From an optimization exercise on the open Yosys and OpenROAD flow, aimed at small area, a short achievable clock period and few clock cycles per item; shortcuts taken in it are not production practice. In this exercise RTL edits were held to simulation tests only and were not proved equivalent to the original.

$ cat flow/run.sh
#!/bin/bash
# synth_recipe.tcl (not shown) runs the flow's synth.tcl, then flattens the netlist and writes it again
# the make line also repeats each setting of config.mk as NAME=value (left out here)
make -C /OpenROAD-flow-scripts/flow DESIGN_CONFIG=/design/flow/config.mk WORK_HOME=/design/flow/orfs CLKGATE_MAP_FILE= SYNTH_SCRIPT=/design/flow/synth_recipe.tcl finish
$ cat flow/config.mk
export PLATFORM = sky130hd
export DESIGN_NAME = sin
export DESIGN_NICKNAME = sin
export VERILOG_FILES = /design/flow/design.v
export SDC_FILE = /design/flow/constraint.sdc
export NUM_CORES = 4
export LEC_CHECK = 0
export CAP_MARGIN = 20
export CORE_MARGIN = 2
export CORE_UTILIZATION = 40
export SLEW_MARGIN = 20
$ cat flow/constraint.sdc
create_clock -name core_clock -period 9.5 [get_ports {clk}]
set_input_delay 1.9000 -clock core_clock [delete_from_list [all_inputs] [get_ports {clk}]]
set_output_delay 1.9000 -clock core_clock [all_outputs]
set_load 0.01 [all_outputs]
$ cat flow/design.v
module sin_coeff_lut (
    input  logic [14:0] x,
    output logic [15:0] m3
);
assign m3 = 16'(x >= 15'h657c) + 16'(x >= 15'h6df4) + 16'(x >= 15'h745c)
          + 16'(x >= 15'h799a) + 16'(x >= 15'h7e1c);
endmodule
module sin_controller (
    input  logic       clk,
    input  logic       rst_n,
    input  logic       start,
    output logic [4:1] st,
    output logic       done
);
always_ff @(posedge clk or negedge rst_n) begin
    if (!rst_n) begin
        st <= 4'b0000;
    end else begin
        st <= {st[3:1], done & start};
    end
end
assign done = ~|st;
endmodule
module sin_datapath (
    input  logic [14:0] ma,
    input  logic [14:0] mb,
    input  logic [15:0] acc,
    output logic [15:0] p,
    input  logic [14:0] a,
    output logic [12:0] t1
);
wire p1 = ma[0] & mb[0];
wire p2 = ma[0] & mb[1];
wire p3 = ma[0] & mb[2];
wire p4 = ma[0] & mb[3];
wire p5 = ma[0] & mb[4];
wire p6 = ma[0] & mb[5];
wire p7 = ma[0] & mb[6];
wire p8 = ma[0] & mb[7];
wire p9 = ma[0] & mb[8];
wire p10 = ma[0] & mb[9];
wire p11 = ma[0] & mb[10];
wire p12 = ma[0] & mb[11];
wire p13 = ma[0] & mb[12];
wire p14 = ma[0] & mb[13];
wire p15 = ma[0] & mb[14];
wire p16 = ma[1] & mb[0];
wire p17 = ma[1] & mb[1];
wire p18 = ma[1] & mb[2];
wire p19 = ma[1] & mb[3];
wire p20 = ma[1] & mb[4];
wire p21 = ma[1] & mb[5];
wire p22 = ma[1] & mb[6];
wire p23 = ma[1] & mb[7];
wire p24 = ma[1] & mb[8];
wire p25 = ma[1] & mb[9];
wire p26 = ma[1] & mb[10];
wire p27 = ma[1] & mb[11];
wire p28 = ma[1] & mb[12];
wire p29 = ma[1] & mb[13];
wire p30 = ma[1] & mb[14];
wire p31 = ma[2] & mb[0];
wire p32 = ma[2] & mb[1];
wire p33 = ma[2] & mb[2];
wire p34 = ma[2] & mb[3];
wire p35 = ma[2] & mb[4];
wire p36 = ma[2] & mb[5];
wire p37 = ma[2] & mb[6];
wire p38 = ma[2] & mb[7];
wire p39 = ma[2] & mb[8];
wire p40 = ma[2] & mb[9];
wire p41 = ma[2] & mb[10];
wire p42 = ma[2] & mb[11];
wire p43 = ma[2] & mb[12];
wire p44 = ma[2] & mb[13];
wire p45 = ma[2] & mb[14];
wire p46 = ma[3] & mb[0];
wire p47 = ma[3] & mb[1];
wire p48 = ma[3] & mb[2];
wire p49 = ma[3] & mb[3];
wire p50 = ma[3] & mb[4];
wire p51 = ma[3] & mb[5];
wire p52 = ma[3] & mb[6];
wire p53 = ma[3] & mb[7];
wire p54 = ma[3] & mb[8];
wire p55 = ma[3] & mb[9];
wire p56 = ma[3] & mb[10];
wire p57 = ma[3] & mb[11];
wire p58 = ma[3] & mb[12];
wire p59 = ma[3] & mb[13];
wire p60 = ma[3] & mb[14];
wire p61 = ma[4] & mb[0];
wire p62 = ma[4] & mb[1];
wire p63 = ma[4] & mb[2];
wire p64 = ma[4] & mb[3];
wire p65 = ma[4] & mb[4];
wire p66 = ma[4] & mb[5];
wire p67 = ma[4] & mb[6];
wire p68 = ma[4] & mb[7];
wire p69 = ma[4] & mb[8];
wire p70 = ma[4] & mb[9];
wire p71 = ma[4] & mb[10];
wire p72 = ma[4] & mb[11];
wire p73 = ma[4] & mb[12];
wire p74 = ma[4] & mb[13];
wire p75 = ma[4] & mb[14];
wire p76 = ma[5] & mb[0];
wire p77 = ma[5] & mb[1];
wire p78 = ma[5] & mb[2];
wire p79 = ma[5] & mb[3];
wire p80 = ma[5] & mb[4];
wire p81 = ma[5] & mb[5];
wire p82 = ma[5] & mb[6];
wire p83 = ma[5] & mb[7];
wire p84 = ma[5] & mb[8];
wire p85 = ma[5] & mb[9];
wire p86 = ma[5] & mb[10];
wire p87 = ma[5] & mb[11];
wire p88 = ma[5] & mb[12];
wire p89 = ma[5] & mb[13];
wire p90 = ma[5] & mb[14];
wire p91 = ma[6] & mb[0];
wire p92 = ma[6] & mb[1];
wire p93 = ma[6] & mb[2];
wire p94 = ma[6] & mb[3];
wire p95 = ma[6] & mb[4];
wire p96 = ma[6] & mb[5];
wire p97 = ma[6] & mb[6];
wire p98 = ma[6] & mb[7];
wire p99 = ma[6] & mb[8];
wire p100 = ma[6] & mb[9];
wire p101 = ma[6] & mb[10];
wire p102 = ma[6] & mb[11];
wire p103 = ma[6] & mb[12];
wire p104 = ma[6] & mb[13];
wire p105 = ma[6] & mb[14];
wire p106 = ma[7] & mb[0];
wire p107 = ma[7] & mb[1];
wire p108 = ma[7] & mb[2];
wire p109 = ma[7] & mb[3];
wire p110 = ma[7] & mb[4];
wire p111 = ma[7] & mb[5];
wire p112 = ma[7] & mb[6];
wire p113 = ma[7] & mb[7];
wire p114 = ma[7] & mb[8];
wire p115 = ma[7] & mb[9];
wire p116 = ma[7] & mb[10];
wire p117 = ma[7] & mb[11];
wire p118 = ma[7] & mb[12];
wire p119 = ma[7] & mb[13];
wire p120 = ma[7] & mb[14];
wire p121 = ma[8] & mb[0];
wire p122 = ma[8] & mb[1];
wire p123 = ma[8] & mb[2];
wire p124 = ma[8] & mb[3];
wire p125 = ma[8] & mb[4];
wire p126 = ma[8] & mb[5];
wire p127 = ma[8] & mb[6];
wire p128 = ma[8] & mb[7];
wire p129 = ma[8] & mb[8];
wire p130 = ma[8] & mb[9];
wire p131 = ma[8] & mb[10];
wire p132 = ma[8] & mb[11];
wire p133 = ma[8] & mb[12];
wire p134 = ma[8] & mb[13];
wire p135 = ma[8] & mb[14];
wire p136 = ma[9] & mb[0];
wire p137 = ma[9] & mb[1];
wire p138 = ma[9] & mb[2];
wire p139 = ma[9] & mb[3];
wire p140 = ma[9] & mb[4];
wire p141 = ma[9] & mb[5];
wire p142 = ma[9] & mb[6];
wire p143 = ma[9] & mb[7];
wire p144 = ma[9] & mb[8];
wire p145 = ma[9] & mb[9];
wire p146 = ma[9] & mb[10];
wire p147 = ma[9] & mb[11];
wire p148 = ma[9] & mb[12];
wire p149 = ma[9] & mb[13];
wire p150 = ma[9] & mb[14];
wire p151 = ma[10] & mb[0];
wire p152 = ma[10] & mb[1];
wire p153 = ma[10] & mb[2];
wire p154 = ma[10] & mb[3];
wire p155 = ma[10] & mb[4];
wire p156 = ma[10] & mb[5];
wire p157 = ma[10] & mb[6];
wire p158 = ma[10] & mb[7];
wire p159 = ma[10] & mb[8];
wire p160 = ma[10] & mb[9];
wire p161 = ma[10] & mb[10];
wire p162 = ma[10] & mb[11];
wire p163 = ma[10] & mb[12];
wire p164 = ma[10] & mb[13];
wire p165 = ma[10] & mb[14];
wire p166 = ma[11] & mb[0];
wire p167 = ma[11] & mb[1];
wire p168 = ma[11] & mb[2];
wire p169 = ma[11] & mb[3];
wire p170 = ma[11] & mb[4];
wire p171 = ma[11] & mb[5];
wire p172 = ma[11] & mb[6];
wire p173 = ma[11] & mb[7];
wire p174 = ma[11] & mb[8];
wire p175 = ma[11] & mb[9];
wire p176 = ma[11] & mb[10];
wire p177 = ma[11] & mb[11];
wire p178 = ma[11] & mb[12];
wire p179 = ma[11] & mb[13];
wire p180 = ma[11] & mb[14];
wire p181 = ma[12] & mb[0];
wire p182 = ma[12] & mb[1];
wire p183 = ma[12] & mb[2];
wire p184 = ma[12] & mb[3];
wire p185 = ma[12] & mb[4];
wire p186 = ma[12] & mb[5];
wire p187 = ma[12] & mb[6];
wire p188 = ma[12] & mb[7];
wire p189 = ma[12] & mb[8];
wire p190 = ma[12] & mb[9];
wire p191 = ma[12] & mb[10];
wire p192 = ma[12] & mb[11];
wire p193 = ma[12] & mb[12];
wire p194 = ma[12] & mb[13];
wire p195 = ma[12] & mb[14];
wire p196 = ma[13] & mb[0];
wire p197 = ma[13] & mb[1];
wire p198 = ma[13] & mb[2];
wire p199 = ma[13] & mb[3];
wire p200 = ma[13] & mb[4];
wire p201 = ma[13] & mb[5];
wire p202 = ma[13] & mb[6];
wire p203 = ma[13] & mb[7];
wire p204 = ma[13] & mb[8];
wire p205 = ma[13] & mb[9];
wire p206 = ma[13] & mb[10];
wire p207 = ma[13] & mb[11];
wire p208 = ma[13] & mb[12];
wire p209 = ma[13] & mb[13];
wire p210 = ma[13] & mb[14];
wire p211 = ma[14] & mb[0];
wire p212 = ma[14] & mb[1];
wire p213 = ma[14] & mb[2];
wire p214 = ma[14] & mb[3];
wire p215 = ma[14] & mb[4];
wire p216 = ma[14] & mb[5];
wire p217 = ma[14] & mb[6];
wire p218 = ma[14] & mb[7];
wire p219 = ma[14] & mb[8];
wire p220 = ma[14] & mb[9];
wire p221 = ma[14] & mb[10];
wire p222 = ma[14] & mb[11];
wire p223 = ma[14] & mb[12];
wire p224 = ma[14] & mb[13];
wire p225 = ma[14] & mb[14];
wire s226 = p14 ^ p28;
wire c227 = p14 & p28;
wire x228 = p15 ^ p29;
wire s229 = x228 ^ p43;
wire c230 = (p15 & p29) | (x228 & p43);
wire s231 = p57 ^ p71;
wire c232 = p57 & p71;
wire x233 = p30 ^ p44;
wire s234 = x233 ^ p58;
wire c235 = (p30 & p44) | (x233 & p58);
wire x236 = p72 ^ p86;
wire s237 = x236 ^ p100;
wire c238 = (p72 & p86) | (x236 & p100);
wire x239 = p45 ^ p59;
wire s240 = x239 ^ p73;
wire c241 = (p45 & p59) | (x239 & p73);
wire s242 = p87 ^ p101;
wire c243 = p87 & p101;
wire x244 = p60 ^ p74;
wire s245 = x244 ^ p88;
wire c246 = (p60 & p74) | (x244 & p88);
wire s247 = p10 ^ p24;
wire c248 = p10 & p24;
wire x249 = p11 ^ p25;
wire s250 = x249 ^ p39;
wire c251 = (p11 & p25) | (x249 & p39);
wire s252 = p53 ^ p67;
wire c253 = p53 & p67;
wire x254 = p12 ^ p26;
wire s255 = x254 ^ p40;
wire c256 = (p12 & p26) | (x254 & p40);
wire x257 = p54 ^ p68;
wire s258 = x257 ^ p82;
wire c259 = (p54 & p68) | (x257 & p82);
wire s260 = p96 ^ p110;
wire c261 = p96 & p110;
wire x262 = p13 ^ p27;
wire s263 = x262 ^ p41;
wire c264 = (p13 & p27) | (x262 & p41);
wire x265 = p55 ^ p69;
wire s266 = x265 ^ p83;
wire c267 = (p55 & p69) | (x265 & p83);
wire x268 = p97 ^ p111;
wire s269 = x268 ^ p125;
wire c270 = (p97 & p111) | (x268 & p125);
wire s271 = p139 ^ p153;
wire c272 = p139 & p153;
wire x273 = s226 ^ p42;
wire s274 = x273 ^ p56;
wire c275 = (s226 & p42) | (x273 & p56);
wire x276 = p70 ^ p84;
wire s277 = x276 ^ p98;
wire c278 = (p70 & p84) | (x276 & p98);
wire x279 = p112 ^ p126;
wire s280 = x279 ^ p140;
wire c281 = (p112 & p126) | (x279 & p140);
wire x282 = p154 ^ p168;
wire s283 = x282 ^ p182;
wire c284 = (p154 & p168) | (x282 & p182);
wire x285 = s229 ^ s231;
wire s286 = x285 ^ p85;
wire c287 = (s229 & s231) | (x285 & p85);
wire x288 = p99 ^ p113;
wire s289 = x288 ^ p127;
wire c290 = (p99 & p113) | (x288 & p127);
wire x291 = p141 ^ p155;
wire s292 = x291 ^ p169;
wire c293 = (p141 & p155) | (x291 & p169);
wire x294 = p183 ^ p197;
wire s295 = x294 ^ p211;
wire c296 = (p183 & p197) | (x294 & p211);
wire x297 = s234 ^ s237;
wire s298 = x297 ^ p114;
wire c299 = (s234 & s237) | (x297 & p114);
wire x300 = p128 ^ p142;
wire s301 = x300 ^ p156;
wire c302 = (p128 & p142) | (x300 & p156);
wire x303 = p170 ^ p184;
wire s304 = x303 ^ p198;
wire c305 = (p170 & p184) | (x303 & p198);
wire x306 = p212 ^ acc[0];
wire s307 = x306 ^ c230;
wire c308 = (p212 & acc[0]) | (x306 & c230);
wire x309 = s240 ^ s242;
wire s310 = x309 ^ p115;
wire c311 = (s240 & s242) | (x309 & p115);
wire x312 = p129 ^ p143;
wire s313 = x312 ^ p157;
wire c314 = (p129 & p143) | (x312 & p157);
wire x315 = p171 ^ p185;
wire s316 = x315 ^ p199;
wire c317 = (p171 & p185) | (x315 & p199);
wire x318 = p213 ^ acc[1];
wire s319 = x318 ^ c235;
wire c320 = (p213 & acc[1]) | (x318 & c235);
wire x321 = s245 ^ p102;
wire s322 = x321 ^ p116;
wire c323 = (s245 & p102) | (x321 & p116);
wire x324 = p130 ^ p144;
wire s325 = x324 ^ p158;
wire c326 = (p130 & p144) | (x324 & p158);
wire x327 = p172 ^ p186;
wire s328 = x327 ^ p200;
wire c329 = (p172 & p186) | (x327 & p200);
wire x330 = p214 ^ acc[2];
wire s331 = x330 ^ c241;
wire c332 = (p214 & acc[2]) | (x330 & c241);
wire x333 = p75 ^ p89;
wire s334 = x333 ^ p103;
wire c335 = (p75 & p89) | (x333 & p103);
wire x336 = p117 ^ p131;
wire s337 = x336 ^ p145;
wire c338 = (p117 & p131) | (x336 & p145);
wire x339 = p159 ^ p173;
wire s340 = x339 ^ p187;
wire c341 = (p159 & p173) | (x339 & p187);
wire x342 = p201 ^ p215;
wire s343 = x342 ^ acc[3];
wire c344 = (p201 & p215) | (x342 & acc[3]);
wire x345 = p90 ^ p104;
wire s346 = x345 ^ p118;
wire c347 = (p90 & p104) | (x345 & p118);
wire x348 = p132 ^ p146;
wire s349 = x348 ^ p160;
wire c350 = (p132 & p146) | (x348 & p160);
wire x351 = p174 ^ p188;
wire s352 = x351 ^ p202;
wire c353 = (p174 & p188) | (x351 & p202);
wire x354 = p105 ^ p119;
wire s355 = x354 ^ p133;
wire c356 = (p105 & p119) | (x354 & p133);
wire x357 = p147 ^ p161;
wire s358 = x357 ^ p175;
wire c359 = (p147 & p161) | (x357 & p175);
wire x360 = p120 ^ p134;
wire s361 = x360 ^ p148;
wire c362 = (p120 & p134) | (x360 & p148);
wire s363 = p7 ^ p21;
wire c364 = p7 & p21;
wire x365 = p8 ^ p22;
wire s366 = x365 ^ p36;
wire c367 = (p8 & p22) | (x365 & p36);
wire s368 = p50 ^ p64;
wire c369 = p50 & p64;
wire x370 = p9 ^ p23;
wire s371 = x370 ^ p37;
wire c372 = (p9 & p23) | (x370 & p37);
wire x373 = p51 ^ p65;
wire s374 = x373 ^ p79;
wire c375 = (p51 & p65) | (x373 & p79);
wire s376 = p93 ^ p107;
wire c377 = p93 & p107;
wire x378 = s247 ^ p38;
wire s379 = x378 ^ p52;
wire c380 = (s247 & p38) | (x378 & p52);
wire x381 = p66 ^ p80;
wire s382 = x381 ^ p94;
wire c383 = (p66 & p80) | (x381 & p94);
wire x384 = p108 ^ p122;
wire s385 = x384 ^ p136;
wire c386 = (p108 & p122) | (x384 & p136);
wire x387 = s250 ^ s252;
wire s388 = x387 ^ p81;
wire c389 = (s250 & s252) | (x387 & p81);
wire x390 = p95 ^ p109;
wire s391 = x390 ^ p123;
wire c392 = (p95 & p109) | (x390 & p123);
wire x393 = p137 ^ p151;
wire s394 = x393 ^ c248;
wire c395 = (p137 & p151) | (x393 & c248);
wire x396 = s255 ^ s258;
wire s397 = x396 ^ s260;
wire c398 = (s255 & s258) | (x396 & s260);
wire x399 = p124 ^ p138;
wire s400 = x399 ^ p152;
wire c401 = (p124 & p138) | (x399 & p152);
wire x402 = p166 ^ c251;
wire s403 = x402 ^ c253;
wire c404 = (p166 & c251) | (x402 & c253);
wire x405 = s263 ^ s266;
wire s406 = x405 ^ s269;
wire c407 = (s263 & s266) | (x405 & s269);
wire x408 = s271 ^ p167;
wire s409 = x408 ^ p181;
wire c410 = (s271 & p167) | (x408 & p181);
wire x411 = c256 ^ c259;
wire s412 = x411 ^ c261;
wire c413 = (c256 & c259) | (x411 & c261);
wire x414 = s274 ^ s277;
wire s415 = x414 ^ s280;
wire c416 = (s274 & s277) | (x414 & s280);
wire x417 = s283 ^ p196;
wire s418 = x417 ^ c264;
wire c419 = (s283 & p196) | (x417 & c264);
wire x420 = c267 ^ c270;
wire s421 = x420 ^ c272;
wire c422 = (c267 & c270) | (x420 & c272);
wire x423 = s286 ^ s289;
wire s424 = x423 ^ s292;
wire c425 = (s286 & s289) | (x423 & s292);
wire x426 = s295 ^ c227;
wire s427 = x426 ^ c275;
wire c428 = (s295 & c227) | (x426 & c275);
wire x429 = c278 ^ c281;
wire s430 = x429 ^ c284;
wire c431 = (c278 & c281) | (x429 & c284);
wire x432 = s298 ^ s301;
wire s433 = x432 ^ s304;
wire c434 = (s298 & s301) | (x432 & s304);
wire x435 = s307 ^ c232;
wire s436 = x435 ^ c287;
wire c437 = (s307 & c232) | (x435 & c287);
wire x438 = c290 ^ c293;
wire s439 = x438 ^ c296;
wire c440 = (c290 & c293) | (x438 & c296);
wire x441 = s310 ^ s313;
wire s442 = x441 ^ s316;
wire c443 = (s310 & s313) | (x441 & s316);
wire x444 = s319 ^ c238;
wire s445 = x444 ^ c299;
wire c446 = (s319 & c238) | (x444 & c299);
wire x447 = c302 ^ c305;
wire s448 = x447 ^ c308;
wire c449 = (c302 & c305) | (x447 & c308);
wire x450 = s322 ^ s325;
wire s451 = x450 ^ s328;
wire c452 = (s322 & s325) | (x450 & s328);
wire x453 = s331 ^ c243;
wire s454 = x453 ^ c311;
wire c455 = (s331 & c243) | (x453 & c311);
wire x456 = c314 ^ c317;
wire s457 = x456 ^ c320;
wire c458 = (c314 & c317) | (x456 & c320);
wire x459 = s334 ^ s337;
wire s460 = x459 ^ s340;
wire c461 = (s334 & s337) | (x459 & s340);
wire x462 = s343 ^ c246;
wire s463 = x462 ^ c323;
wire c464 = (s343 & c246) | (x462 & c323);
wire x465 = c326 ^ c329;
wire s466 = x465 ^ c332;
wire c467 = (c326 & c329) | (x465 & c332);
wire x468 = s346 ^ s349;
wire s469 = x468 ^ s352;
wire c470 = (s346 & s349) | (x468 & s352);
wire x471 = p216 ^ acc[4];
wire s472 = x471 ^ c335;
wire c473 = (p216 & acc[4]) | (x471 & c335);
wire x474 = c338 ^ c341;
wire s475 = x474 ^ c344;
wire c476 = (c338 & c341) | (x474 & c344);
wire x477 = s355 ^ s358;
wire s478 = x477 ^ p189;
wire c479 = (s355 & s358) | (x477 & p189);
wire x480 = p203 ^ p217;
wire s481 = x480 ^ acc[5];
wire c482 = (p203 & p217) | (x480 & acc[5]);
wire x483 = c347 ^ c350;
wire s484 = x483 ^ c353;
wire c485 = (c347 & c350) | (x483 & c353);
wire x486 = s361 ^ p162;
wire s487 = x486 ^ p176;
wire c488 = (s361 & p162) | (x486 & p176);
wire x489 = p190 ^ p204;
wire s490 = x489 ^ p218;
wire c491 = (p190 & p204) | (x489 & p218);
wire x492 = acc[6] ^ c356;
wire s493 = x492 ^ c359;
wire c494 = (acc[6] & c356) | (x492 & c359);
wire x495 = p135 ^ p149;
wire s496 = x495 ^ p163;
wire c497 = (p135 & p149) | (x495 & p163);
wire x498 = p177 ^ p191;
wire s499 = x498 ^ p205;
wire c500 = (p177 & p191) | (x498 & p205);
wire x501 = p219 ^ acc[7];
wire s502 = x501 ^ c362;
wire c503 = (p219 & acc[7]) | (x501 & c362);
wire x504 = p150 ^ p164;
wire s505 = x504 ^ p178;
wire c506 = (p150 & p164) | (x504 & p178);
wire x507 = p192 ^ p206;
wire s508 = x507 ^ p220;
wire c509 = (p192 & p206) | (x507 & p220);
wire x510 = p165 ^ p179;
wire s511 = x510 ^ p193;
wire c512 = (p165 & p179) | (x510 & p193);
wire s513 = p5 ^ p19;
wire c514 = p5 & p19;
wire x515 = p6 ^ p20;
wire s516 = x515 ^ p34;
wire c517 = (p6 & p20) | (x515 & p34);
wire s518 = p48 ^ p62;
wire c519 = p48 & p62;
wire x520 = s363 ^ p35;
wire s521 = x520 ^ p49;
wire c522 = (s363 & p35) | (x520 & p49);
wire x523 = p63 ^ p77;
wire s524 = x523 ^ p91;
wire c525 = (p63 & p77) | (x523 & p91);
wire x526 = s366 ^ s368;
wire s527 = x526 ^ p78;
wire c528 = (s366 & s368) | (x526 & p78);
wire x529 = p92 ^ p106;
wire s530 = x529 ^ c364;
wire c531 = (p92 & p106) | (x529 & c364);
wire x532 = s371 ^ s374;
wire s533 = x532 ^ s376;
wire c534 = (s371 & s374) | (x532 & s376);
wire x535 = p121 ^ c367;
wire s536 = x535 ^ c369;
wire c537 = (p121 & c367) | (x535 & c369);
wire x538 = s379 ^ s382;
wire s539 = x538 ^ s385;
wire c540 = (s379 & s382) | (x538 & s385);
wire x541 = c372 ^ c375;
wire s542 = x541 ^ c377;
wire c543 = (c372 & c375) | (x541 & c377);
wire x544 = s388 ^ s391;
wire s545 = x544 ^ s394;
wire c546 = (s388 & s391) | (x544 & s394);
wire x547 = c380 ^ c383;
wire s548 = x547 ^ c386;
wire c549 = (c380 & c383) | (x547 & c386);
wire x550 = s397 ^ s400;
wire s551 = x550 ^ s403;
wire c552 = (s397 & s400) | (x550 & s403);
wire x553 = c389 ^ c392;
wire s554 = x553 ^ c395;
wire c555 = (c389 & c392) | (x553 & c395);
wire x556 = s406 ^ s409;
wire s557 = x556 ^ s412;
wire c558 = (s406 & s409) | (x556 & s412);
wire x559 = c398 ^ c401;
wire s560 = x559 ^ c404;
wire c561 = (c398 & c401) | (x559 & c404);
wire x562 = s415 ^ s418;
wire s563 = x562 ^ s421;
wire c564 = (s415 & s418) | (x562 & s421);
wire x565 = c407 ^ c410;
wire s566 = x565 ^ c413;
wire c567 = (c407 & c410) | (x565 & c413);
wire x568 = s424 ^ s427;
wire s569 = x568 ^ s430;
wire c570 = (s424 & s427) | (x568 & s430);
wire x571 = c416 ^ c419;
wire s572 = x571 ^ c422;
wire c573 = (c416 & c419) | (x571 & c422);
wire x574 = s433 ^ s436;
wire s575 = x574 ^ s439;
wire c576 = (s433 & s436) | (x574 & s439);
wire x577 = c425 ^ c428;
wire s578 = x577 ^ c431;
wire c579 = (c425 & c428) | (x577 & c431);
wire x580 = s442 ^ s445;
wire s581 = x580 ^ s448;
wire c582 = (s442 & s445) | (x580 & s448);
wire x583 = c434 ^ c437;
wire s584 = x583 ^ c440;
wire c585 = (c434 & c437) | (x583 & c440);
wire x586 = s451 ^ s454;
wire s587 = x586 ^ s457;
wire c588 = (s451 & s454) | (x586 & s457);
wire x589 = c443 ^ c446;
wire s590 = x589 ^ c449;
wire c591 = (c443 & c446) | (x589 & c449);
wire x592 = s460 ^ s463;
wire s593 = x592 ^ s466;
wire c594 = (s460 & s463) | (x592 & s466);
wire x595 = c452 ^ c455;
wire s596 = x595 ^ c458;
wire c597 = (c452 & c455) | (x595 & c458);
wire x598 = s469 ^ s472;
wire s599 = x598 ^ s475;
wire c600 = (s469 & s472) | (x598 & s475);
wire x601 = c461 ^ c464;
wire s602 = x601 ^ c467;
wire c603 = (c461 & c464) | (x601 & c467);
wire x604 = s478 ^ s481;
wire s605 = x604 ^ s484;
wire c606 = (s478 & s481) | (x604 & s484);
wire x607 = c470 ^ c473;
wire s608 = x607 ^ c476;
wire c609 = (c470 & c473) | (x607 & c476);
wire x610 = s487 ^ s490;
wire s611 = x610 ^ s493;
wire c612 = (s487 & s490) | (x610 & s493);
wire x613 = c479 ^ c482;
wire s614 = x613 ^ c485;
wire c615 = (c479 & c482) | (x613 & c485);
wire x616 = s496 ^ s499;
wire s617 = x616 ^ s502;
wire c618 = (s496 & s499) | (x616 & s502);
wire x619 = c488 ^ c491;
wire s620 = x619 ^ c494;
wire c621 = (c488 & c491) | (x619 & c494);
wire x622 = s505 ^ s508;
wire s623 = x622 ^ acc[8];
wire c624 = (s505 & s508) | (x622 & acc[8]);
wire x625 = c497 ^ c500;
wire s626 = x625 ^ c503;
wire c627 = (c497 & c500) | (x625 & c503);
wire x628 = s511 ^ p207;
wire s629 = x628 ^ p221;
wire c630 = (s511 & p207) | (x628 & p221);
wire x631 = acc[9] ^ c506;
wire s632 = x631 ^ c509;
wire c633 = (acc[9] & c506) | (x631 & c509);
wire x634 = p180 ^ p194;
wire s635 = x634 ^ p208;
wire c636 = (p180 & p194) | (x634 & p208);
wire x637 = p222 ^ acc[10];
wire s638 = x637 ^ c512;
wire c639 = (p222 & acc[10]) | (x637 & c512);
wire x640 = p195 ^ p209;
wire s641 = x640 ^ p223;
wire c642 = (p195 & p209) | (x640 & p223);
wire s643 = p4 ^ p18;
wire c644 = p4 & p18;
wire x645 = s513 ^ p33;
wire s646 = x645 ^ p47;
wire c647 = (s513 & p33) | (x645 & p47);
wire x648 = s516 ^ s518;
wire s649 = x648 ^ p76;
wire c650 = (s516 & s518) | (x648 & p76);
wire x651 = s521 ^ s524;
wire s652 = x651 ^ c517;
wire c653 = (s521 & s524) | (x651 & c517);
wire x654 = s527 ^ s530;
wire s655 = x654 ^ c522;
wire c656 = (s527 & s530) | (x654 & c522);
wire x657 = s533 ^ s536;
wire s658 = x657 ^ c528;
wire c659 = (s533 & s536) | (x657 & c528);
wire x660 = s539 ^ s542;
wire s661 = x660 ^ c534;
wire c662 = (s539 & s542) | (x660 & c534);
wire x663 = s545 ^ s548;
wire s664 = x663 ^ c540;
wire c665 = (s545 & s548) | (x663 & c540);
wire x666 = s551 ^ s554;
wire s667 = x666 ^ c546;
wire c668 = (s551 & s554) | (x666 & c546);
wire x669 = s557 ^ s560;
wire s670 = x669 ^ c552;
wire c671 = (s557 & s560) | (x669 & c552);
wire x672 = s563 ^ s566;
wire s673 = x672 ^ c558;
wire c674 = (s563 & s566) | (x672 & c558);
wire x675 = s569 ^ s572;
wire s676 = x675 ^ c564;
wire c677 = (s569 & s572) | (x675 & c564);
wire x678 = s575 ^ s578;
wire s679 = x678 ^ c570;
wire c680 = (s575 & s578) | (x678 & c570);
wire x681 = s581 ^ s584;
wire s682 = x681 ^ c576;
wire c683 = (s581 & s584) | (x681 & c576);
wire x684 = s587 ^ s590;
wire s685 = x684 ^ c582;
wire c686 = (s587 & s590) | (x684 & c582);
wire x687 = s593 ^ s596;
wire s688 = x687 ^ c588;
wire c689 = (s593 & s596) | (x687 & c588);
wire x690 = s599 ^ s602;
wire s691 = x690 ^ c594;
wire c692 = (s599 & s602) | (x690 & c594);
wire x693 = s605 ^ s608;
wire s694 = x693 ^ c600;
wire c695 = (s605 & s608) | (x693 & c600);
wire x696 = s611 ^ s614;
wire s697 = x696 ^ c606;
wire c698 = (s611 & s614) | (x696 & c606);
wire x699 = s617 ^ s620;
wire s700 = x699 ^ c612;
wire c701 = (s617 & s620) | (x699 & c612);
wire x702 = s623 ^ s626;
wire s703 = x702 ^ c618;
wire c704 = (s623 & s626) | (x702 & c618);
wire x705 = s629 ^ s632;
wire s706 = x705 ^ c624;
wire c707 = (s629 & s632) | (x705 & c624);
wire x708 = s635 ^ s638;
wire s709 = x708 ^ c630;
wire c710 = (s635 & s638) | (x708 & c630);
wire x711 = s641 ^ acc[11];
wire s712 = x711 ^ c636;
wire c713 = (s641 & acc[11]) | (x711 & c636);
wire x714 = p210 ^ p224;
wire s715 = x714 ^ acc[12];
wire c716 = (p210 & p224) | (x714 & acc[12]);
wire s717 = p3 ^ p17;
wire c718 = p3 & p17;
wire x719 = s643 ^ p32;
wire s720 = x719 ^ p46;
wire c721 = (s643 & p32) | (x719 & p46);
wire x722 = s646 ^ p61;
wire s723 = x722 ^ c644;
wire c724 = (s646 & p61) | (x722 & c644);
wire x725 = s649 ^ c514;
wire s726 = x725 ^ c647;
wire c727 = (s649 & c514) | (x725 & c647);
wire x728 = s652 ^ c519;
wire s729 = x728 ^ c650;
wire c730 = (s652 & c519) | (x728 & c650);
wire x731 = s655 ^ c525;
wire s732 = x731 ^ c653;
wire c733 = (s655 & c525) | (x731 & c653);
wire x734 = s658 ^ c531;
wire s735 = x734 ^ c656;
wire c736 = (s658 & c531) | (x734 & c656);
wire x737 = s661 ^ c537;
wire s738 = x737 ^ c659;
wire c739 = (s661 & c537) | (x737 & c659);
wire x740 = s664 ^ c543;
wire s741 = x740 ^ c662;
wire c742 = (s664 & c543) | (x740 & c662);
wire x743 = s667 ^ c549;
wire s744 = x743 ^ c665;
wire c745 = (s667 & c549) | (x743 & c665);
wire x746 = s670 ^ c555;
wire s747 = x746 ^ c668;
wire c748 = (s670 & c555) | (x746 & c668);
wire x749 = s673 ^ c561;
wire s750 = x749 ^ c671;
wire c751 = (s673 & c561) | (x749 & c671);
wire x752 = s676 ^ c567;
wire s753 = x752 ^ c674;
wire c754 = (s676 & c567) | (x752 & c674);
wire x755 = s679 ^ c573;
wire s756 = x755 ^ c677;
wire c757 = (s679 & c573) | (x755 & c677);
wire x758 = s682 ^ c579;
wire s759 = x758 ^ c680;
wire c760 = (s682 & c579) | (x758 & c680);
wire x761 = s685 ^ c585;
wire s762 = x761 ^ c683;
wire c763 = (s685 & c585) | (x761 & c683);
wire x764 = s688 ^ c591;
wire s765 = x764 ^ c686;
wire c766 = (s688 & c591) | (x764 & c686);
wire x767 = s691 ^ c597;
wire s768 = x767 ^ c689;
wire c769 = (s691 & c597) | (x767 & c689);
wire x770 = s694 ^ c603;
wire s771 = x770 ^ c692;
wire c772 = (s694 & c603) | (x770 & c692);
wire x773 = s697 ^ c609;
wire s774 = x773 ^ c695;
wire c775 = (s697 & c609) | (x773 & c695);
wire x776 = s700 ^ c615;
wire s777 = x776 ^ c698;
wire c778 = (s700 & c615) | (x776 & c698);
wire x779 = s703 ^ c621;
wire s780 = x779 ^ c701;
wire c781 = (s703 & c621) | (x779 & c701);
wire x782 = s706 ^ c627;
wire s783 = x782 ^ c704;
wire c784 = (s706 & c627) | (x782 & c704);
wire x785 = s709 ^ c633;
wire s786 = x785 ^ c707;
wire c787 = (s709 & c633) | (x785 & c707);
wire x788 = s712 ^ c639;
wire s789 = x788 ^ c710;
wire c790 = (s712 & c639) | (x788 & c710);
wire x791 = s715 ^ c642;
wire s792 = x791 ^ c713;
wire c793 = (s715 & c642) | (x791 & c713);
wire x794 = p225 ^ acc[13];
wire s795 = x794 ^ c716;
wire c796 = (p225 & acc[13]) | (x794 & c716);
wire [30:0] pa = {acc[15], acc[14], s795, s792, s789, s786, s783, s780, s777, s774, s771, s768, s765, s762, s759, s756, s753, s750, s747, s744, s741, s738, s735, s732, s729, s726, s723, s720, s717, p2, p1};
wire [30:0] pb = {1'b0, c796, c793, c790, c787, c784, c781, c778, c775, c772, c769, c766, c763, c760, c757, c754, c751, c748, c745, c742, c739, c736, c733, c730, c727, c724, c721, c718, p31, p16, 1'b0};
wire [30:0] ps = pa + pb;
assign p = ps[30:15];
wire s100001 = a[12] ^ a[10];
wire c100002 = a[12] & a[10];
wire x100003 = a[13] ^ a[11];
wire s100004 = x100003 ^ a[9];
wire c100005 = (a[13] & a[11]) | (x100003 & a[9]);
wire x100006 = a[14] ^ a[12];
wire s100007 = x100006 ^ a[10];
wire c100008 = (a[14] & a[12]) | (x100006 & a[10]);
wire s100009 = a[13] ^ a[11];
wire c100010 = a[13] & a[11];
wire s100011 = a[14] ^ a[12];
wire c100012 = a[14] & a[12];
wire s100013 = a[8] ^ a[6];
wire c100014 = a[8] & a[6];
wire x100015 = a[9] ^ a[7];
wire s100016 = x100015 ^ a[5];
wire c100017 = (a[9] & a[7]) | (x100015 & a[5]);
wire x100018 = a[10] ^ a[8];
wire s100019 = x100018 ^ a[6];
wire c100020 = (a[10] & a[8]) | (x100018 & a[6]);
wire s100021 = a[4] ^ a[2];
wire c100022 = a[4] & a[2];
wire x100023 = a[11] ^ a[9];
wire s100024 = x100023 ^ a[7];
wire c100025 = (a[11] & a[9]) | (x100023 & a[7]);
wire x100026 = a[5] ^ a[3];
wire s100027 = x100026 ^ a[1];
wire c100028 = (a[5] & a[3]) | (x100026 & a[1]);
wire x100029 = s100001 ^ a[8];
wire s100030 = x100029 ^ a[6];
wire c100031 = (s100001 & a[8]) | (x100029 & a[6]);
wire x100032 = a[4] ^ a[2];
wire s100033 = x100032 ^ a[0];
wire c100034 = (a[4] & a[2]) | (x100032 & a[0]);
wire x100035 = s100004 ^ a[7];
wire s100036 = x100035 ^ a[5];
wire c100037 = (s100004 & a[7]) | (x100035 & a[5]);
wire x100038 = a[3] ^ a[1];
wire s100039 = x100038 ^ c100002;
wire c100040 = (a[3] & a[1]) | (x100038 & c100002);
wire x100041 = s100007 ^ a[8];
wire s100042 = x100041 ^ a[6];
wire c100043 = (s100007 & a[8]) | (x100041 & a[6]);
wire x100044 = a[4] ^ a[2];
wire s100045 = x100044 ^ c100005;
wire c100046 = (a[4] & a[2]) | (x100044 & c100005);
wire x100047 = s100009 ^ a[9];
wire s100048 = x100047 ^ a[7];
wire c100049 = (s100009 & a[9]) | (x100047 & a[7]);
wire x100050 = a[5] ^ a[3];
wire s100051 = x100050 ^ c100008;
wire c100052 = (a[5] & a[3]) | (x100050 & c100008);
wire x100053 = s100011 ^ a[10];
wire s100054 = x100053 ^ a[8];
wire c100055 = (s100011 & a[10]) | (x100053 & a[8]);
wire x100056 = a[6] ^ a[4];
wire s100057 = x100056 ^ c100010;
wire c100058 = (a[6] & a[4]) | (x100056 & c100010);
wire x100059 = a[13] ^ a[11];
wire s100060 = x100059 ^ a[9];
wire c100061 = (a[13] & a[11]) | (x100059 & a[9]);
wire x100062 = a[7] ^ a[5];
wire s100063 = x100062 ^ c100012;
wire c100064 = (a[7] & a[5]) | (x100062 & c100012);
wire x100065 = a[14] ^ a[12];
wire s100066 = x100065 ^ a[10];
wire c100067 = (a[14] & a[12]) | (x100065 & a[10]);
wire s100068 = a[8] ^ a[6];
wire c100069 = a[8] & a[6];
wire x100070 = a[13] ^ a[11];
wire s100071 = x100070 ^ a[9];
wire c100072 = (a[13] & a[11]) | (x100070 & a[9]);
wire s100073 = a[14] ^ a[12];
wire c100074 = a[14] & a[12];
wire s100075 = a[6] ^ a[4];
wire c100076 = a[6] & a[4];
wire x100077 = a[7] ^ a[5];
wire s100078 = x100077 ^ a[3];
wire c100079 = (a[7] & a[5]) | (x100077 & a[3]);
wire x100080 = s100013 ^ a[4];
wire s100081 = x100080 ^ a[2];
wire c100082 = (s100013 & a[4]) | (x100080 & a[2]);
wire x100083 = s100016 ^ a[3];
wire s100084 = x100083 ^ a[1];
wire c100085 = (s100016 & a[3]) | (x100083 & a[1]);
wire x100086 = s100019 ^ s100021;
wire s100087 = x100086 ^ a[0];
wire c100088 = (s100019 & s100021) | (x100086 & a[0]);
wire x100089 = s100024 ^ s100027;
wire s100090 = x100089 ^ c100020;
wire c100091 = (s100024 & s100027) | (x100089 & c100020);
wire x100092 = s100030 ^ s100033;
wire s100093 = x100092 ^ c100025;
wire c100094 = (s100030 & s100033) | (x100092 & c100025);
wire x100095 = s100036 ^ s100039;
wire s100096 = x100095 ^ c100031;
wire c100097 = (s100036 & s100039) | (x100095 & c100031);
wire x100098 = s100042 ^ s100045;
wire s100099 = x100098 ^ c100037;
wire c100100 = (s100042 & s100045) | (x100098 & c100037);
wire x100101 = s100048 ^ s100051;
wire s100102 = x100101 ^ c100043;
wire c100103 = (s100048 & s100051) | (x100101 & c100043);
wire x100104 = s100054 ^ s100057;
wire s100105 = x100104 ^ c100049;
wire c100106 = (s100054 & s100057) | (x100104 & c100049);
wire x100107 = s100060 ^ s100063;
wire s100108 = x100107 ^ c100055;
wire c100109 = (s100060 & s100063) | (x100107 & c100055);
wire x100110 = s100066 ^ s100068;
wire s100111 = x100110 ^ c100061;
wire c100112 = (s100066 & s100068) | (x100110 & c100061);
wire x100113 = s100071 ^ a[7];
wire s100114 = x100113 ^ c100067;
wire c100115 = (s100071 & a[7]) | (x100113 & c100067);
wire x100116 = s100073 ^ a[10];
wire s100117 = x100116 ^ a[8];
wire c100118 = (s100073 & a[10]) | (x100116 & a[8]);
wire x100119 = a[13] ^ a[11];
wire s100120 = x100119 ^ a[9];
wire c100121 = (a[13] & a[11]) | (x100119 & a[9]);
wire s100122 = a[14] ^ a[12];
wire c100123 = a[14] & a[12];
wire s100124 = a[4] ^ a[2];
wire c100125 = a[4] & a[2];
wire x100126 = a[5] ^ a[3];
wire s100127 = x100126 ^ a[1];
wire c100128 = (a[5] & a[3]) | (x100126 & a[1]);
wire x100129 = s100075 ^ a[2];
wire s100130 = x100129 ^ a[0];
wire c100131 = (s100075 & a[2]) | (x100129 & a[0]);
wire x100132 = s100078 ^ a[1];
wire s100133 = x100132 ^ c100076;
wire c100134 = (s100078 & a[1]) | (x100132 & c100076);
wire x100135 = s100081 ^ a[0];
wire s100136 = x100135 ^ c100079;
wire c100137 = (s100081 & a[0]) | (x100135 & c100079);
wire x100138 = s100084 ^ c100014;
wire s100139 = x100138 ^ c100082;
wire c100140 = (s100084 & c100014) | (x100138 & c100082);
wire x100141 = s100087 ^ c100017;
wire s100142 = x100141 ^ c100085;
wire c100143 = (s100087 & c100017) | (x100141 & c100085);
wire x100144 = s100090 ^ c100022;
wire s100145 = x100144 ^ c100088;
wire c100146 = (s100090 & c100022) | (x100144 & c100088);
wire x100147 = s100093 ^ c100028;
wire s100148 = x100147 ^ c100091;
wire c100149 = (s100093 & c100028) | (x100147 & c100091);
wire x100150 = s100096 ^ c100034;
wire s100151 = x100150 ^ c100094;
wire c100152 = (s100096 & c100034) | (x100150 & c100094);
wire x100153 = s100099 ^ c100040;
wire s100154 = x100153 ^ c100097;
wire c100155 = (s100099 & c100040) | (x100153 & c100097);
wire x100156 = s100102 ^ c100046;
wire s100157 = x100156 ^ c100100;
wire c100158 = (s100102 & c100046) | (x100156 & c100100);
wire x100159 = s100105 ^ c100052;
wire s100160 = x100159 ^ c100103;
wire c100161 = (s100105 & c100052) | (x100159 & c100103);
wire x100162 = s100108 ^ c100058;
wire s100163 = x100162 ^ c100106;
wire c100164 = (s100108 & c100058) | (x100162 & c100106);
wire x100165 = s100111 ^ c100064;
wire s100166 = x100165 ^ c100109;
wire c100167 = (s100111 & c100064) | (x100165 & c100109);
wire x100168 = s100114 ^ c100069;
wire s100169 = x100168 ^ c100112;
wire c100170 = (s100114 & c100069) | (x100168 & c100112);
wire x100171 = s100117 ^ c100072;
wire s100172 = x100171 ^ c100115;
wire c100173 = (s100117 & c100072) | (x100171 & c100115);
wire x100174 = s100120 ^ c100074;
wire s100175 = x100174 ^ c100118;
wire c100176 = (s100120 & c100074) | (x100174 & c100118);
wire x100177 = s100122 ^ a[10];
wire s100178 = x100177 ^ c100121;
wire c100179 = (s100122 & a[10]) | (x100177 & c100121);
wire x100180 = a[13] ^ a[11];
wire s100181 = x100180 ^ c100123;
wire c100182 = (a[13] & a[11]) | (x100180 & c100123);
wire s100183 = a[14] ^ a[12];
wire c100184 = a[14] & a[12];
wire [27:0] t1w_a = {1'b0, a[14], a[13], s100183, s100181, s100178, s100175, s100172, s100169, s100166, s100163, s100160, s100157, s100154, s100151, s100148, s100145, s100142, s100139, s100136, s100133, s100130, s100127, s100124, a[3], a[2], a[1], a[0]};
wire [27:0] t1w_b = {1'b0, 1'b0, c100184, c100182, c100179, c100176, c100173, c100170, c100167, c100164, c100161, c100158, c100155, c100152, c100149, c100146, c100143, c100140, c100137, c100134, c100131, c100128, c100125, a[0], a[1], a[0], 1'b0, 1'b0};
wire [27:0] t1w_s = t1w_a + t1w_b;
wire [12:0] t1w = t1w_s[27:15];
assign t1 = t1w;
endmodule
module sin (
    input  logic        clk,
    input  logic        rst_n,
    input  logic [15:0] x,
    input  logic        start,
    output logic [15:0] result,
    output logic        done
);
logic [4:1]  st;
logic [14:0] ra, rb, rx;
logic [12:0] t1;
logic [15:0] acc, p, m3;
sin_controller controller (.clk(clk), .rst_n(rst_n), .start(start), .st(st), .done(done));
sin_coeff_lut lut (.x(x[14:0]), .m3(m3));
assign acc = st[4] ? result : 16'h0000;
sin_datapath datapath (.ma(ra), .mb(rb), .acc(acc), .p(p), .a(x[14:0]), .t1(t1));
always_ff @(posedge clk) begin
    if (done) begin
        if (start) begin
            ra     <= x[14:0];
            rb     <= x[14:0];
            rx     <= {2'b00, t1};
            result <= {1'b0, x[14:0]} - m3;
        end
    end
    if (st[1]) begin
        ra <= rx;
        rb <= p[14:0];
        rx <= p[14:0];
    end
    if (st[2]) begin
        ra <= p[14:0];
        rb <= 15'h0666;
    end
    if (st[3]) begin
        ra     <= p[14:0];
        rb     <= rx;
        result <= result - {1'b0, ra};
    end
    if (st[4]) result <= p;
end
endmodule
==> results of run 1 <==
flip-flops by register name, indices dropped and copies added, names as in the netlist:
signal	count
controller.st	4
ra	15
rb	15
result	16
rx	15
metrics by stage:
step	std cells	instance area, um2
floorplan	1488	13600
global placement	1922	14400
detailed placement	1922	14400
CTS	1938	14700
global route	1938	14700
finish	1938	14700
logic make-up (layout without fill, tap and decap cells):
kind of cell	count (synthesis)	after routing	share of synthesized area, %
and+or+nand+nor	440	440	16.8
xor gates and xnor gates	42	42	2.81
adders and majority gates	327	327	43.0
AOI/OAI and AO/OA	255	255	12.7
muxes	9	9	0.671
buffers and inverters	350	352	9.69
DFF	65	65	14.2
area by class of cell:
type | instances | area share [%]
clock buffer | 9 | 1.53
clock inverter | 7 | 0.807
inverter | 286 | 7.29
multi-input combinational | 1073 | 70.3
sequential | 65 | 13.1
tap | 448 | 3.81
timing repair buffer | 50 | 3.13
layer usage:
| layer | up-vias | track usage, % |
|---|---|---|
| met5 | - | 0 |
| met4 | 0 | 4.57 |
| met3 | 31 | 1.96 |
| met2 | 327 | 36.8 |
| met1 | 5262 | 30.3 |
| li1 | 4743 | - |
worst max-delay path, delay by kind of cell:
kind            cells  cell delay [ns]
compound gates      7             1.24
xor+xnor            1             0.18
fa+ha+maj           5             2.26
buf+inv             4             1.32
simple gates        5             1.05
cells in the final DEF (no fill, tap or decap), types with 9 or more instances in the layout:
master / instances
a211oi_1: 9
nand2_1: 132
and2_1: 177
o21ai_1: 13
clkbuf_16: 9
xnor2_1: 26
o21ai_0: 50
ha_1: 92
nor2b_1: 9
a21oi_1: 66
fa_1: 235
nor2_1: 50
a21o_1: 19
nand3_1: 16
xor2_1: 14
clkdlybuf4s50_1: 34
buf_4: 16
nor3_1: 16
edfxtp_1: 61
o21a_1: 15
inv_1: 286
how the worst max path moves through the flow:
stage / from / to / slack (ns) / depth (start not counted)
floorplan: x[5] / result[14] / 2.87 / 20
global placement: x[7] / result[14] / 1.52 / 22
detailed placement: x[7] / result[14] / 1.46 / 22
CTS: x[7] / result[14] / 1.79 / 22
global route: x[7] / result[14] / 1.39 / 22
finish: x[7] / result[14] / 1.74 / 22
==> results by group, run 1 <==
Place
  – Final HPWL from detailed placement: 27.9 mm
  – Number of port buffers: 34
  – Setup WS pre-CTS: 1.46 ns
  – Final weighted congestion of routability-driven global placement: 0.876

Timing
  – Final setup violation count: 0
  – F_max: 0.129 GHz
  – Worst clock skew: 0.00972 ns
  – Worst hold margin: 0.583 ns
  – Transition time of the tightest slew-check pin: 0.922 ns
  – Final worst setup slack: 1.74 ns
  – Final critical delay including setup and external delays: 7.76 ns
  – Final hold viol count: 0
  – Total Negative Setup Slacks: 0 ns
  – Slew headroom: 38.5%
  – Share of the clock period used by the worst path after layout: 81.7%
  – Unrepaired setup endpoints after global routing: no
  – Pins Over Slew Limit: 0

Global route
  – Number of antenna violations at the first check in global routing: 1
  – Largest net degree at the start of global routing: 55
  – Number of global-route vias before repair: 10,700
  – First-pass GRT wire length: 59.5 mm
  – Gr ovfl total: 0
  – GRT Overall Usage: 21.7%

Detailed routing
  – Routed length per instance: 19.2 um
  – Met2 wirelength from detailed routing: 18.2 mm
  – Number of violations reported at the end of detailed-routing iteration 0: 713
  – Top routing layer used: met4
  – Routed length on met3: 1.88 mm
  – Number of vias after detailed routing: 10,400
  – First-pass iteration count of the detailed router: 6
  – Remaining design rule violation count: 0
  – Number of routed nets with antenna violations: 0
  – WL met1: 16.5 mm
  – Overall routed net length: 37.2 mm
  – Vias per std cell: 5.35

Floorplanning
  – Standard-cell row count: 67
  – Core Box Area: 0.0335 mm2
  – Area of the die: 0.0355 mm2
  – Ports placed on the boundary: 36
  – Initial core utilization: 40.6%
  – X dimension of the die: 188 um
  – Die Ht: 188 um

Cells and area
  – Area of combinational cells with multiple inputs: 0.0104 mm2
  – Area grow syn2layout: 8.24%
  – Sequential cell area in the final layout: 0.00193 mm2
  – Final core occ: 43.9%
  – Share of final-layout standard cells stronger than drive strength 1: 4.09%
  – Number of nets in the layout: 1,831
  – Total of fill cells in the finished design: 3,330
  – Antenna diode count: 0

Clock tree
  – Number of setup buffers added after CTS: 0
  – Depth of the CTS H-tree: 3
  – Number of buffers inserted during clock tree synthesis: 9
  – Count of instances resized after the clock tree is built: 0
  – Hold buffers post-CTS: 0
  – Clock buffer depth: 2
  – Clk Latency, worst-skew pair: 0.34 ns
  – Clock transition at path regs: 0.06 ns
  – Clock net sink count: 65
  – Clk Tree Root Cell: clkbuf_16
  – Clock tree from TritonCTS: built

Setup path
  – Largest fanout on the critical path: 9
  – Worst reg2reg path endpoint: result[13]
  – Critical Path Sink Type: flip-flop
  – Startpoint of the most critical register-to-register path: ra[4]
  – Cell with the largest stage delay on the worst path: clkdlybuf4s50_1
  – Element type at the critical path start: input pin
  – CP Data Arrival Time: 7.95 ns
  – Delay of the slowest cell on the worst path: 0.89 ns
  – Cells on worst reg2reg path: 18
  – Worst endpoint required time: 9.69 ns
  – Most repeated library cell on the critical path: fa_1
  – Setup slack of the worst register-to-register path: 2.69 ns
  – Worst setup path category: in -> reg
  – Cells along the critical path: clkdlybuf4s50_1 -> inv_1 -> nand3_1 -> o21bai_1 -> a21oi_1 -> o21ai_0 -> fa_1 -> inv_1 -> fa_1 -> fa_1 -> inv_1 -> ha_1 -> or2_2 -> fa_1 -> a211oi_2 -> nand3_1 -> nor3_1 -> xor2_1 -> nor2_1 -> a311oi_1 -> a31oi_1 -> a21oi_1

Worst hold path
  – Hold endpoint: rb[11]
  – Min-Delay Path Class: reg -> reg
  – Worst Hold Launch: rx[11]
  – Cell depth of the worst min-delay path: 2

Yosys
  – Synth warn: 2
  – Flip-flop and latch count after synthesis: 65
  – Most area-consuming cells after synthesis: fa_1, edfxtp_1, ha_1, and2_1, inv_1
  – Distinct cell type count of the synthesized netlist: 76
  – Post-synth top cells: inv_1, fa_1, and2_1, nand2_1, ha_1
  – Avg Inst Size Synth: 9.14 um2
  – Syn Std Cell Area: 0.0136 mm2
  – Primary flip-flop cell chosen by synthesis mapping: edfxtp_1
  – Number of synthesized flops with an enable pin: 61
  – Post-synthesis async set-or-reset flop share: 6.15%
  – Sequential fraction of the synthesis area: 14.2%
  – Syn nets: 1,834
  – Most frequently used cell type in the post-synthesis netlist: inv_1
  – Share of the synthesized area in the top cell type: 34.6%
  – Number of standard cells after synthesis: 1,488
  – Yosys top cell by area: fa_1

Flow run
  – Total of max-cap violations: 0

Outcome
  – Status: complete, no violations
Testbench counts, summed over its fixed seeds: cycles 1,920, items 384.
==> run 2, diff against run 1 <==
--- a/flow/design.v
+++ b/flow/design.v
@@ -1032,4 +1032,5 @@
 logic [12:0] t1;
 logic [15:0] acc, p, m3;
+logic [2:0]  m3r;
 sin_controller controller (.clk(clk), .rst_n(rst_n), .start(start), .st(st), .done(done));
 sin_coeff_lut lut (.x(x[14:0]), .m3(m3));
@@ -1042,5 +1043,6 @@
             rb     <= x[14:0];
             rx     <= {2'b00, t1};
-            result <= {1'b0, x[14:0]} - m3;
+            result <= {1'b0, x[14:0]};
+            m3r    <= m3[2:0];
         end
     end
@@ -1057,5 +1059,5 @@
         ra     <= p[14:0];
         rb     <= rx;
-        result <= result - {1'b0, ra};
+        result <= result - {1'b0, ra} - {13'b0, m3r};
     end
     if (st[4]) result <= p;
==> results by group, run 2 <==
Timing
  – Total Negative Setup Slacks: 0 ns (unchanged)
  – Final setup violation count: 0 (unchanged)
  – Worst clock skew: 0.00938 ns (-0.000346 ns)
  – Slew headroom: 33.6% (-4.9 points)
  – Final critical delay including setup and external delays: 7.52 ns (-0.236 ns)
  – Final hold viol count: 0 (unchanged)
  – Pins Over Slew Limit: 0 (unchanged)
  – F_max: 0.133 GHz (+3.1%)
  – Unrepaired setup endpoints after global routing: no
  – Transition time of the tightest slew-check pin: 0.996 ns (+0.0737 ns)
  – Share of the clock period used by the worst path after layout: 79.2% (-2.5 points)
  – Worst hold margin: 0.581 ns (-0.00162 ns)

Detailed routing
  – Number of routed nets with antenna violations: 0 (unchanged)
  – First-pass iteration count of the detailed router: 5 (-1)
  – Overall routed net length: 35.4 mm (-4.8%)
  – Number of violations reported at the end of detailed-routing iteration 0: 529 (-26%)
  – Remaining design rule violation count: 0 (unchanged)
  – Routed length per instance: 18.9 um (-1.4%)
  – Number of vias after detailed routing: 9,695 (-6.4%)
  – Vias per std cell: 5.18 (-3.1%)

Yosys
  – Number of standard cells after synthesis: 1,418 (-4.7%)
  – Number of synthesized flops with an enable pin: 64 (+4.9%)
  – Primary flip-flop cell chosen by synthesis mapping: edfxtp_1
  – Post-synth top cells: inv_1, fa_1, and2_1, nand2_1, ha_1
  – Flip-flop and latch count after synthesis: 68 (+4.6%)
  – Share of the synthesized area in the top cell type: 35.5% (+0.87 points)
  – Syn nets: 1,773 (-3.3%)
  – Synth warn: 2 (unchanged)
  – Most frequently used cell type in the post-synthesis netlist: inv_1
  – Syn Std Cell Area: 0.0132 mm2 (-2.9%)
  – Distinct cell type count of the synthesized netlist: 62 (-18%)
  – Post-synthesis async set-or-reset flop share: 5.88% (-0.27 points)
  – Yosys top cell by area: fa_1
  – Avg Inst Size Synth: 9.32 um2 (+1.9%)
  – Most area-consuming cells after synthesis: fa_1, edfxtp_1, ha_1, inv_1, and2_1
  – Sequential fraction of the synthesis area: 15.3% (+1.1 points)

Clock tree
  – Number of buffers inserted during clock tree synthesis: 9 (unchanged)
  – Depth of the CTS H-tree: 3 (unchanged)
  – Clock tree from TritonCTS: built
  – Clk Latency, worst-skew pair: 0.33 ns (about the same)
  – Clk Tree Root Cell: clkbuf_16
  – Clock transition at path regs: 0.06 ns (about the same)
  – Count of instances resized after the clock tree is built: 0 (unchanged)
  – Hold buffers post-CTS: 0 (unchanged)
  – Clock buffer depth: 2 (unchanged)
  – Number of setup buffers added after CTS: 0 (unchanged)
  – Clock net sink count: 68 (+4.6%)

Setup path
  – Cell with the largest stage delay on the worst path: edfxtp_1
  – Delay of the slowest cell on the worst path: 0.88 ns (about the same)
  – Worst endpoint required time: 9.57 ns (-0.12 ns)
  – CP Data Arrival Time: 7.59 ns (-0.36 ns)
  – Worst setup path category: reg -> reg
  – Cells along the critical path: and2_1 -> fa_1 -> fa_1 -> inv_1 -> fa_1 -> fa_1 -> fa_1 -> fa_1 -> inv_1 -> ha_1 -> nand3_1 -> or4_1 -> or4_1 -> nand3_1 -> o21ai_1 -> a21boi_0 -> a21oi_1 -> xor2_1 -> o21ai_0
  – Critical Path Sink Type: flip-flop
  – Largest fanout on the critical path: 16 (+7)
  – Most repeated library cell on the critical path: fa_1
  – Element type at the critical path start: flip-flop
  – Setup slack of the worst register-to-register path: 1.98 ns (-0.71 ns)

Floorplanning
  – Initial core utilization: 40.6% (about the same)
  – Area of the die: 0.0345 mm2 (-2.8%)
  – Core Box Area: 0.0325 mm2 (-3.0%)
  – X dimension of the die: 186 um (-1.4%)
  – Ports placed on the boundary: 36 (unchanged)
  – Die Ht: 186 um (-1.4%)
  – Standard-cell row count: 66 (-1.5%)

Outcome
  – Status: complete, no violations

Global route
  – Global routing met3 resource utilization: 2.54% (+0.59 points)
  – First-pass GRT wire length: 56.8 mm (-4.5%)
  – GRT Overall Usage: 21.8% (+0.10 points)
  – Gr ovfl total: 0 (unchanged)
  – Largest net degree at the start of global routing: 51 (-7.3%)
  – Number of antenna violations at the first check in global routing: 0 (-1)
  – Grt met1 use: 30.4% (+0.17 points)
  – GR Layer Usage met2: 35.9% (-0.92 points)
  – Number of global-route vias before repair: 10,100 (-4.9%)
  – Global-route layer with the greatest usage: met2

Cells and area
  – Area grow syn2layout: 8.37%
  – Commonest cells after routing, fill and taps aside: inv_1, fa_1, and2_1
  – Most common library cell in the layout ignoring fill and taps: inv_1
  – Largest register by flop count: result
  – Number of nets in the layout: 1,779 (-2.8%)
  – Area of combinational cells with multiple inputs: 0.00986 mm2 (-4.8%)
  – Post-route non-filler standard cell count: 1,871 (-3.5%)
  – Share of final-layout standard cells stronger than drive strength 1: 3.15% (-0.94 points)
  – Antenna diode count: 0 (unchanged)
  – Max reg flops: 16 (unchanged)
  – Sequential cell area in the final layout: 0.00202 mm2 (+4.7%)
  – Total of fill cells in the finished design: 3,259 (-2.1%)

Place
  – Total instance count after detailed placement: 1,855 (-3.5%)
  – Number of port buffers: 34 (unchanged)
  – Final HPWL from detailed placement: 26.4 mm (-5.4%)
  – Final weighted congestion of routability-driven global placement: 0.896 (+2.3%)

Worst hold path
  – Min-Delay Path Class: reg -> reg

Flow run
  – Total of max-cap violations: 0 (unchanged)
-- run 2: changes by cell type after synthesis, sizes merged, moves of 6 or more --
cell	previous run	this run
nand2	132	111
clkbuf	55	46
nand3	16	8
xnor2	28	19
nor2	50	41
a211oi	14	25
a21o	20	10
or3	5	13
inv	286	304
o21a	15	9
o21ai	64	49
ha	92	102
-- run 2: through the flow --
step | setup WS [ns] | util (%) | cell area (um2)
6_report | 1.98 | 44.0 | 14300
5_1_grt | 1.67 | 44.0 | 14300
4_1_cts | 2.03 | 44.0 | 14300
3_5_place_dp | 2.03 | 43.0 | 14000
3_3_place_gp | 2.07 | 43.0 | 14000
2_1_floorplan | 2.98 | - | 13200
-- run 2: final timing paths --
path,end,cells past startpoint,from
max,rb[12],19,ra[4]
min,rb[3],2,rx[3]
max reg2reg,rb[12],19,ra[4]
min reg2reg,rb[3],2,rx[3]
max in group asynchronous,controller.st[4],1,rst_n
min in group asynchronous,controller.st[1],1,rst_n
-- run 2: final cells by class --
type                    instances  share of cell area, %
clock inverters                 7                  0.638
clock buffers                   9                   1.57
repair buffers                 45                   2.95
flip-flops and latches         68                   14.1
inverters                     305                   7.99
multi-input cells             995                   68.9
well taps                     442                   3.86
-- run 2: worst max-delay path: cells and delay by family, from the launching register on --
family / cells / cell delay, ns
compound gates: 4 / 0.94
fa+ha+maj: 7 / 3.51
xor+xnor: 1 / 0.35
buf+inv: 2 / 0.09
simple gates: 5 / 1.47
flops: 1 / 0.88
-- run 2: cell families after synthesis --
group / after synthesis / synth area share [%]
DFF: 68 / 15.3
xor gates and xnor gates: 31 / 2.05
adders and majority gates: 336 / 45.1
muxes: 9 / 0.682
AOI/OAI and AO/OA: 215 / 10.5
buffers and inverters: 355 / 10.1
and+or+nand+nor: 404 / 16.2
-- run 2: routing by layer --
layer  share of wire (%)  vias to the layer above  wire length (um)
met4                 2.4                        0               840
met1                  45                     4888             15800
li1                    -                     4494                 -
met3                 5.3                       51              1860
met5                   0                        -                 0
met2                  48                      262             16900
Testbench counts of run 2, summed over its fixed seeds: cycles 1,920, items 384.
==> run 3, diff against run 2 <==
--- a/flow/config.mk
+++ b/flow/config.mk
@@ -9,3 +9,4 @@
 export CORE_MARGIN = 2
 export CORE_UTILIZATION = 40
+export SETUP_SLACK_MARGIN = 3.5
 export SLEW_MARGIN = 20
==> results by group, run 3 <==
Timing
  – Unrepaired setup endpoints after global routing: yes
  – Share of the clock period used by the worst path after layout: 67.8% (-11 points)
  – Worst hold margin: 0.570 ns (-0.0111 ns)
  – Final critical delay including setup and external delays: 6.44 ns (-1.09 ns)
  – F_max: 0.155 GHz (+17%)
  – Final setup violation count: 0 (unchanged)
  – Pins Over Slew Limit: 0 (unchanged)
  – Final hold viol count: 0 (unchanged)
  – Transition time of the tightest slew-check pin: 0.873 ns (-0.122 ns)
  – Slew headroom: 41.8% (+8.2 points)
  – Worst clock skew: 0.00659 ns (-0.00279 ns)

Clock tree
  – Clk Latency, worst-skew pair: 0.34 ns (about the same)
  – Clock transition at path regs: 0.06 ns (about the same)
  – Clock net sink count: 68 (unchanged)
  – Clk Tree Root Cell: clkbuf_16
  – Depth of the CTS H-tree: 3 (unchanged)
  – Number of buffers inserted during clock tree synthesis: 9 (unchanged)
  – Clock buffer depth: 2 (unchanged)

Cells and area
  – Area grow syn2layout: 16.1%
  – Largest register by flop count: result
  – Share of final-layout standard cells stronger than drive strength 1: 13.6% (+10 points)

Yosys
  – Primary flip-flop cell chosen by synthesis mapping: edfxtp_1
  – Syn nets: 1,773 (unchanged)
  – Avg Inst Size Synth: 9.32 um2 (unchanged)
  – Post-synth top cells: inv_1, fa_1, and2_1, nand2_1, ha_1
  – Share of the synthesized area in the top cell type: 35.5% (unchanged)
  – Post-synthesis async set-or-reset flop share: 5.88% (unchanged)
  – Number of synthesized flops with an enable pin: 64 (unchanged)
  – Syn Std Cell Area: 0.0132 mm2 (unchanged)
  – Most frequently used cell type in the post-synthesis netlist: inv_1
  – Yosys top cell by area: fa_1
  – Sequential fraction of the synthesis area: 15.3% (unchanged)
  – Most area-consuming cells after synthesis: fa_1, edfxtp_1, ha_1, inv_1, and2_1
  – Distinct cell type count of the synthesized netlist: 62 (unchanged)
  – Flip-flop and latch count after synthesis: 68 (unchanged)

Setup path
  – Startpoint of the most critical register-to-register path: ra[2]
  – Element type at the critical path start: flip-flop
  – Largest fanout on the critical path: 5 (-11)
  – Critical Path Sink Type: flip-flop
  – Worst endpoint required time: 9.69 ns (+0.12 ns)
  – Delay of the slowest cell on the worst path: 0.52 ns (-0.36 ns)
  – Critical Path Start: ra[2]
  – Worst setup path category: reg -> reg
  – CP Data Arrival Time: 6.63 ns (-0.96 ns)

Detailed routing
  – Remaining design rule violation count: 0 (unchanged)
  – Number of vias after detailed routing: 10,100 (+3.7%)
  – Number of violations reported at the end of detailed-routing iteration 0: 605 (+14%)
  – Routed length per instance: 18.8 um (-0.64%)
  – First-pass iteration count of the detailed router: 7 (+2)
  – Vias per std cell: 5.19 (about the same)
  – Number of routed nets with antenna violations: 0 (unchanged)

Flow run
  – Total of max-cap violations: 0 (unchanged)

Worst hold path
  – Worst Hold Launch: rx[3]

Global route
  – Number of global-route vias before repair: 10,700 (+5.6%)
  – First-pass GRT wire length: 58.6 mm (+3.1%)
  – Gr ovfl total: 0 (unchanged)
  – Number of antenna violations at the first check in global routing: 0 (unchanged)
  – Largest net degree at the start of global routing: 51 (unchanged)
  – GRT Overall Usage: 22.4% (+0.67 points)

Floorplanning
  – Die Ht: 186 um (unchanged)
  – Area of the die: 0.0345 mm2 (unchanged)
  – Standard-cell row count: 66 (unchanged)
  – Initial core utilization: 40.6% (unchanged)
  – Ports placed on the boundary: 36 (unchanged)

Outcome
  – Status: complete, no violations

Place
  – Final HPWL from detailed placement: 25.7 mm (-2.3%)
  – Number of port buffers: 34 (unchanged)
  – Final weighted congestion of routability-driven global placement: 0.881 (-1.6%)
==> run 3: final timing paths <==
check	endpoint	slack [ns]	depth (start not counted)
worst max-delay path	rb[9]	3.06	19
worst min-delay path	rb[3]	0.57	2
worst max register to register	rb[9]	3.06	19
worst min register to register	rb[3]	0.57	2
max in group asynchronous	controller.st[2]	7.57	1
min in group asynchronous	controller.st[1]	1.76	1
==> run 3: cells by family after synthesis <==
group,share of synthesized area [%]
AO/OA/AOI/OAI,10.5
XOR/XNOR,2.05
adder cells (fa/ha/maj),45.1
buffers and inverters,10.1
flip-flops,15.3
multiplexers,0.682
AND/OR/NAND/NOR,16.2
==> run 3: area by class of cell <==
cell class | instances | area, um2
diodes | 1 | 2.50
flip-flops and latches | 68 | 2020
fillers | 3153 | 17200
well taps | 442 | 553
repair buffers | 112 | 927
clock inverters | 4 | 72.6
clock buffers | 12 | 246
multi-input cells | 995 | 10400
inverters | 305 | 1150
==> run 3: stage by stage <==
stage,setup WS [ns],cells,utilization [%]
floorplan,3.28,1418,-
global placement,2.19,1851,43.2
detailed placement,2.24,1851,43.2
CTS,3.01,1930,46.4
global route,2.87,1938,47.2
finish,3.06,1939,47.2
==> run 3: metal layers <==
metal  track usage (%)  wire length [um]  up-vias
li1                  -                 -     4617
met1              30.6             16000     5101
met2              38.1             17700      276
met3              2.31              1760       60
met4              6.11               952        0
met5                 0                 0        -
==> run 3: what timing repair did <==
action	in CTS	in global routing
pin swaps	39	22
resized for setup	85	64
setup endpoints to repair	60	61
buffers inserted	63	8
==> run 3: worst max-delay path: cells and delay by family, from the launching register on <==
kind | cells | cell delay [ns]
AO/OA/AOI/OAI | 4 | 0.76
adder cells (fa/ha/maj) | 7 | 3.25
buffers and inverters | 2 | 0.09
flip-flops | 1 | 0.52
multiplexers | 1 | 0.25
AND/OR/NAND/NOR | 5 | 1.41

[static timing again, ports no longer ideal]
In the flow no input, the clock included, has a driving cell. The finished layouts below were timed again as built, in two steps.
Step 1: set_driving_cell puts a clkbuf_16 on clk and a buf_2 on each other input, an assumption about the parent block.
Step 2 times the ports against the registers' clock, not the clock port: input delays grow and output delays shrink by t, the midpoint of the rising clock arrivals with the driver on.
Slacks: ideal / step 1 / step 2; pairs: ideal / step 1.
| run | t, ns | setup slack, ns | hold WS [ns] |
|---|---|---|---|
| run 1 | 0.383 | 1.742 / 1.765 / 1.382 | 0.583 / 0.583 / 0.583 |
| run 2 | 0.372 | 1.977 / 1.977 / 1.977 | 0.581 / 0.581 / 0.581 |
| run 3 | 0.378 | 3.064 / 3.064 / 2.950 | 0.570 / 0.570 / 0.570 |
After both steps every run listed still meets setup and hold. The setup slack of run 1, which loses most, moves by +0.023 ns with the drivers and by -0.360 ns with both steps.
